This is an optimization exercise on Yosys and OpenROAD, whose aim is small area, not a production implementation. Where RTL was checked, it was by simulation tests only, not by an equivalence proof against the original.

==> module cdr, before the edit <==
module cdr(
	input  logic clk,
	input  logic resetn_i,
	input  logic data_i,
	output logic data_en_o,
	output logic take_o
	);
	logic fall_q;
	logic T_w, E_w;
	logic q1, q2, q3, q4;
	logic [4:0] count;
	logic [4:0] cycles;
	logic en_rise_w, en_fall_w;
	assign T_w = q1 ^ q2;
	assign E_w = q2 ^ q4;
	assign cycles = ~T_w ? 5'd24 : (E_w ? 5'd25 : 5'd23);
	assign en_rise_w = count == 12;
	assign en_fall_w = count == cycles;
	assign take_o = fall_q;
	always_ff @(posedge clk, negedge resetn_i) begin
		if (~resetn_i) begin
			q1 <= 0;
			q2 <= 0;
			q3 <= 0;
			q4 <= 0;
			fall_q <= 0;
			count <= 24;
			data_en_o <= 0;
		end else begin
			if (en_rise_w) begin
				q1 <= data_i;
				q2 <= q1;
				q4 <= q3;
			end
			if (en_fall_w) begin
				q3 <= data_i;
				count <= 0;
			end else
				count <= count + 1;
			fall_q <= en_fall_w;
			data_en_o <= fall_q;
		end
	end
endmodule
Settings: LEC_CHECK=0, ABC_AREA=1, CAP_MARGIN=20, CORE_MARGIN=2, CORE_UTILIZATION=75, PLACE_DENSITY=0.88, SLEW_MARGIN=20; clock period 10.0 ns.
standard.sh (not shown) runs the stock make flow with config.mk's settings and CLKGATE_MAP_FILE= SYNTH_SCRIPT=/design/flow/synth_recipe.tcl, a recipe that flattens the netlist after the stock synthesis.
==> flow/flow/run.sh <==
#!/bin/bash
# Layout flow: the standard flow (standard.sh) for every step, with these
# changes in how the layout is made:
#  - synthesis maps the logic with an area-oriented ABC script (abc_area.script
#    here, in place of ORFS's) and leaves adders to ABC (no ADDER_MAP_FILE);
#    the rest of synthesis is ORFS's, unchanged, so the registers are the
#    standard synthesis's;
#  - port buffers are sky130_fd_sc_hd__buf_1 (every port still gets one);
#  - clock tree synthesis leaves out dummy loads and uses clkbuf_8 buffers with
#    small sink clusters.
# Each step's full output goes to a log file in the work folder.
set -euo pipefail
WORK=$(pwd)
cp -r "$FLOW_HOME/scripts" "$WORK/scripts_own"
cp "$WORK/flow/abc_area.script" "$WORK/scripts_own/abc_area.script"
SCRIPTS_DIR="$WORK/scripts_own" ADDER_MAP_FILE= bash standard.sh synth > "$WORK/log_synth.txt" 2>&1
export BUFFER_PORTS_ARGS="-buffer_cell sky130_fd_sc_hd__buf_1"
export CTS_ARGS="-sink_clustering_enable -repair_clock_nets -dont_use_dummy_load -sink_clustering_size 16 -sink_clustering_max_diameter 50 -buf_list sky130_fd_sc_hd__clkbuf_8"
bash standard.sh finish > "$WORK/log_layout.txt" 2>&1
==> flow/flow/abc_area.script <==
strash
&get -n
&dch
&nf -R 1000
&put
strash
&get -n
&dch
&nf -R 1000
&put
topo
Change:
--- a/flow/design.v
+++ b/flow/design.v
@@ -474,42 +474,31 @@
 	input  logic data_i,
 	output logic data_en_o,
 	output logic take_o
 	);
-	logic fall_q;
+	logic q1, q3;
 	logic T_w, E_w;
-	logic q1, q2, q3, q4;
 	logic [4:0] count;
-	logic [4:0] cycles;
-	logic en_rise_w, en_fall_w;
-	assign T_w = q1 ^ q2;
-	assign E_w = q2 ^ q4;
-	assign cycles = ~T_w ? 5'd24 : (E_w ? 5'd25 : 5'd23);
-	assign en_rise_w = count == 12;
-	assign en_fall_w = count == cycles;
-	assign take_o = fall_q;
+	logic [4:0] rest;
+	assign T_w = data_i ^ q1;
+	assign E_w = q1 ^ q3;
+	assign rest = ~T_w ? 5'd14 : (E_w ? 5'd13 : 5'd15);
+	assign take_o = count == 0;
+	assign data_en_o = count == 1;
 	always_ff @(posedge clk, negedge resetn_i) begin
 		if (~resetn_i) begin
 			q1 <= 0;
-			q2 <= 0;
 			q3 <= 0;
-			q4 <= 0;
-			fall_q <= 0;
-			count <= 24;
-			data_en_o <= 0;
+			count <= 25;
 		end else begin
-			if (en_rise_w) begin
+			if (count == 12) begin
 				q1 <= data_i;
-				q2 <= q1;
-				q4 <= q3;
-			end
-			if (en_fall_w) begin
+				count <= rest;
+			end else if (count == 25) begin
 				q3 <= data_i;
 				count <= 0;
 			end else
 				count <= count + 1;
-			fall_q <= en_fall_w;
-			data_en_o <= fall_q;
 		end
 	end
 endmodule
 module bit_recovery_CDR(
=> The new run produced a clean layout; core utilization grows by 1.4 points; sequential share of layout area is about the same; non-clock buffer count rose by 2; count of clock-buffer cells in the layout goes down by 1; synthesized cell count stays flat; final area goes down by 0.85%; routed wire length fell by 0.55%.


Setup of lane 3:
zigbee_rx_back, a different RTL version from the one above (not shown whole).
For scale: about 1100 cells after synthesis, roughly 0.015 mm² of cells after synthesis.
==> module bit_recovery, before the edit <==
module bit_recovery(
	input  logic       clk,
	input  logic       resetn,
	input  logic [4:0] phase,
	input  logic       take,
	output logic       data_bits
	);
	logic [4:0] phase_q;
	logic lt, keep, val;
	logic [2:0] take_d;
	logic [1:0] out_d [0:2];
	assign lt = phase[3:0] < phase_q[3:0];
	assign keep = (phase[4] == phase_q[4]) && (lt ^ phase[4]);
	assign val = (phase[4] != phase_q[4]) ? lt : ~phase[4];
	always_ff @(posedge clk) begin
		out_d[0] <= {keep, val};
		out_d[1] <= out_d[0];
		out_d[2] <= out_d[1];
	end
	always_ff @(posedge clk, negedge resetn) begin
		if (~resetn) begin
			take_d <= 0;
			phase_q <= 0;
			data_bits <= 0;
		end else begin
			take_d <= {take_d[1:0], take};
			if (take)
				phase_q <= phase;
			if (take_d[2] && !out_d[2][1])
				data_bits <= out_d[2][0];
		end
	end
endmodule
==> flow/config.mk <==
export PLATFORM = sky130hd
export DESIGN_NAME = zigbee_rx_back
export DESIGN_NICKNAME = zigbee_rx_back
export VERILOG_FILES = /design/flow/design.v
export SDC_FILE = /design/flow/constraint.sdc
export NUM_CORES = 4
export LEC_CHECK = 0
export ABC_AREA = 1
export CAP_MARGIN = 20
export CORE_MARGIN = 2
export CORE_UTILIZATION = 75
export PLACE_DENSITY = 0.88
export SLEW_MARGIN = 20
==> flow/constraint.sdc <==
create_clock -name core_clock -period 10.0 [get_ports {clk_i}]
set_input_delay 2.0000 -clock core_clock [delete_from_list [all_inputs] [get_ports {clk_i}]]
set_output_delay 2.0000 -clock core_clock [all_outputs]
set_load 0.01 [all_outputs]
Scripts as last shown in full above: flow/flow/run.sh, flow/flow/abc_area.script
The inputs of lane 5 differ from those of lane 3 as listed below.
--- a/flow/design.v
+++ b/flow/design.v
@@ -439,78 +439,75 @@
 	input  logic       resetn,
 	input  logic [4:0] phase,
 	input  logic       take,
 	output logic       data_bits
 	);
 	logic [4:0] phase_q;
-	logic lt, keep, val;
-	logic [2:0] take_d;
-	logic [1:0] out_d [0:2];
+	logic lt, bit_new, bit_early;
+	logic [2:0] bit_d;
 	assign lt = phase[3:0] < phase_q[3:0];
-	assign keep = (phase[4] == phase_q[4]) && (lt ^ phase[4]);
-	assign val = (phase[4] != phase_q[4]) ? lt : ~phase[4];
-	always_ff @(posedge clk) begin
-		out_d[0] <= {keep, val};
-		out_d[1] <= out_d[0];
-		out_d[2] <= out_d[1];
+	always_comb begin
+		if (phase[4] != phase_q[4])
+			bit_new = lt;
+		else if (!phase[4])
+			bit_new = lt ? bit_early : 1'b1;
+		else
+			bit_new = lt ? 1'b0 : bit_early;
 	end
 	always_ff @(posedge clk, negedge resetn) begin
 		if (~resetn) begin
-			take_d <= 0;
 			phase_q <= 0;
-			data_bits <= 0;
+			bit_early <= 0;
+			bit_d <= 0;
 		end else begin
-			take_d <= {take_d[1:0], take};
-			if (take)
+			if (take) begin
 				phase_q <= phase;
-			if (take_d[2] && !out_d[2][1])
-				data_bits <= out_d[2][0];
+				bit_early <= bit_new;
+			end
+			bit_d <= {bit_d[1:0], bit_early};
 		end
 	end
+	assign data_bits = bit_d[2];
 endmodule
 module cdr(
 	input  logic clk,
 	input  logic resetn_i,
 	input  logic data_i,
 	output logic data_en_o,
 	output logic take_o
 	);
-	logic fall_q;
 	logic T_w, E_w;
 	logic q1, q2, q3, q4;
 	logic [4:0] count;
 	logic [4:0] cycles;
 	logic en_rise_w, en_fall_w;
 	assign T_w = q1 ^ q2;
 	assign E_w = q2 ^ q4;
 	assign cycles = ~T_w ? 5'd24 : (E_w ? 5'd25 : 5'd23);
 	assign en_rise_w = count == 12;
 	assign en_fall_w = count == cycles;
-	assign take_o = fall_q;
+	assign take_o = count == 0;
+	assign data_en_o = count == 1;
 	always_ff @(posedge clk, negedge resetn_i) begin
 		if (~resetn_i) begin
 			q1 <= 0;
 			q2 <= 0;
 			q3 <= 0;
 			q4 <= 0;
-			fall_q <= 0;
 			count <= 24;
-			data_en_o <= 0;
 		end else begin
 			if (en_rise_w) begin
 				q1 <= data_i;
 				q2 <= q1;
 				q4 <= q3;
 			end
 			if (en_fall_w) begin
 				q3 <= data_i;
 				count <= 0;
 			end else
 				count <= count + 1;
-			fall_q <= en_fall_w;
-			data_en_o <= fall_q;
 		end
 	end
 endmodule
 module bit_recovery_CDR(
 	input  logic       clk,
 	input  logic       resetn,
Notes after the runs:
Having completed the whole flow, lane 5 delivered a layout that passed the timing, design-rule and antenna checks.
Per the comparison of lane 5 with lane 3, area added between synthesis and finish went down, met2 usage went up.
Of lane 3 and lane 5, the lower fraction of area in registers belongs to lane 5.
The lower number of sequential cells in the layout came out of lane 5.
Between lane 3 and lane 5, the flow reports clock sink count decreasing slightly.
Via count for lane 5: 1.5% up relative to lane 3
Higher number of clock buffers in the layout among lane 3 and lane 5: lane 3
Amount of wire on met2 after detailed routing for lane 5: 300 µm up relative to lane 3
Against lane 3 as the reference, lane 5 delivers a higher minimum clock period.
Only the layout flow was run in lane 3; the RTL was not checked for function there.

-- separate check: timing with driven ports --
No port has a modelled driver above. Below, the same layouts with a new extraction and two added sets of constraints. Step 1 (the two cells are an assumption about what drives the block):
set clk [get_ports {clk_i}]
set_driving_cell -lib_cell sky130_fd_sc_hd__clkbuf_16 $clk
set_driving_cell -lib_cell sky130_fd_sc_hd__buf_2 [delete_from_list [all_inputs] $clk]
Step 2 moves the port delays by t, midway between the first and last clock arrival at a register: inputs arrive t later, outputs are due t later. That takes back most of the time a late clock gives input paths. a / b / c = no drivers / after step 1 / after step 2; a / b = the first two.
| run | shift t [ns] | setup slack, ns | worst data-port slew with drivers (ns) |
|---|---|---|---|
| the first run of note 1 | 0.596 | 3.022 / 3.043 / 2.447 | 0.03 |
| the second run of note 1 | 0.585 | 3.170 / 3.185 / 2.600 | 0.04 |
| lane 3 | 0.607 | 3.503 / 3.521 / 2.914 | 0.03 |
| lane 5 | 0.596 | 3.263 / 3.284 / 2.688 | 0.03 |
After both steps setup and hold are still met in every run listed. The setup slack of lane 3, which loses most, moves by +0.018 ns with the drivers and by -0.589 ns with both steps.
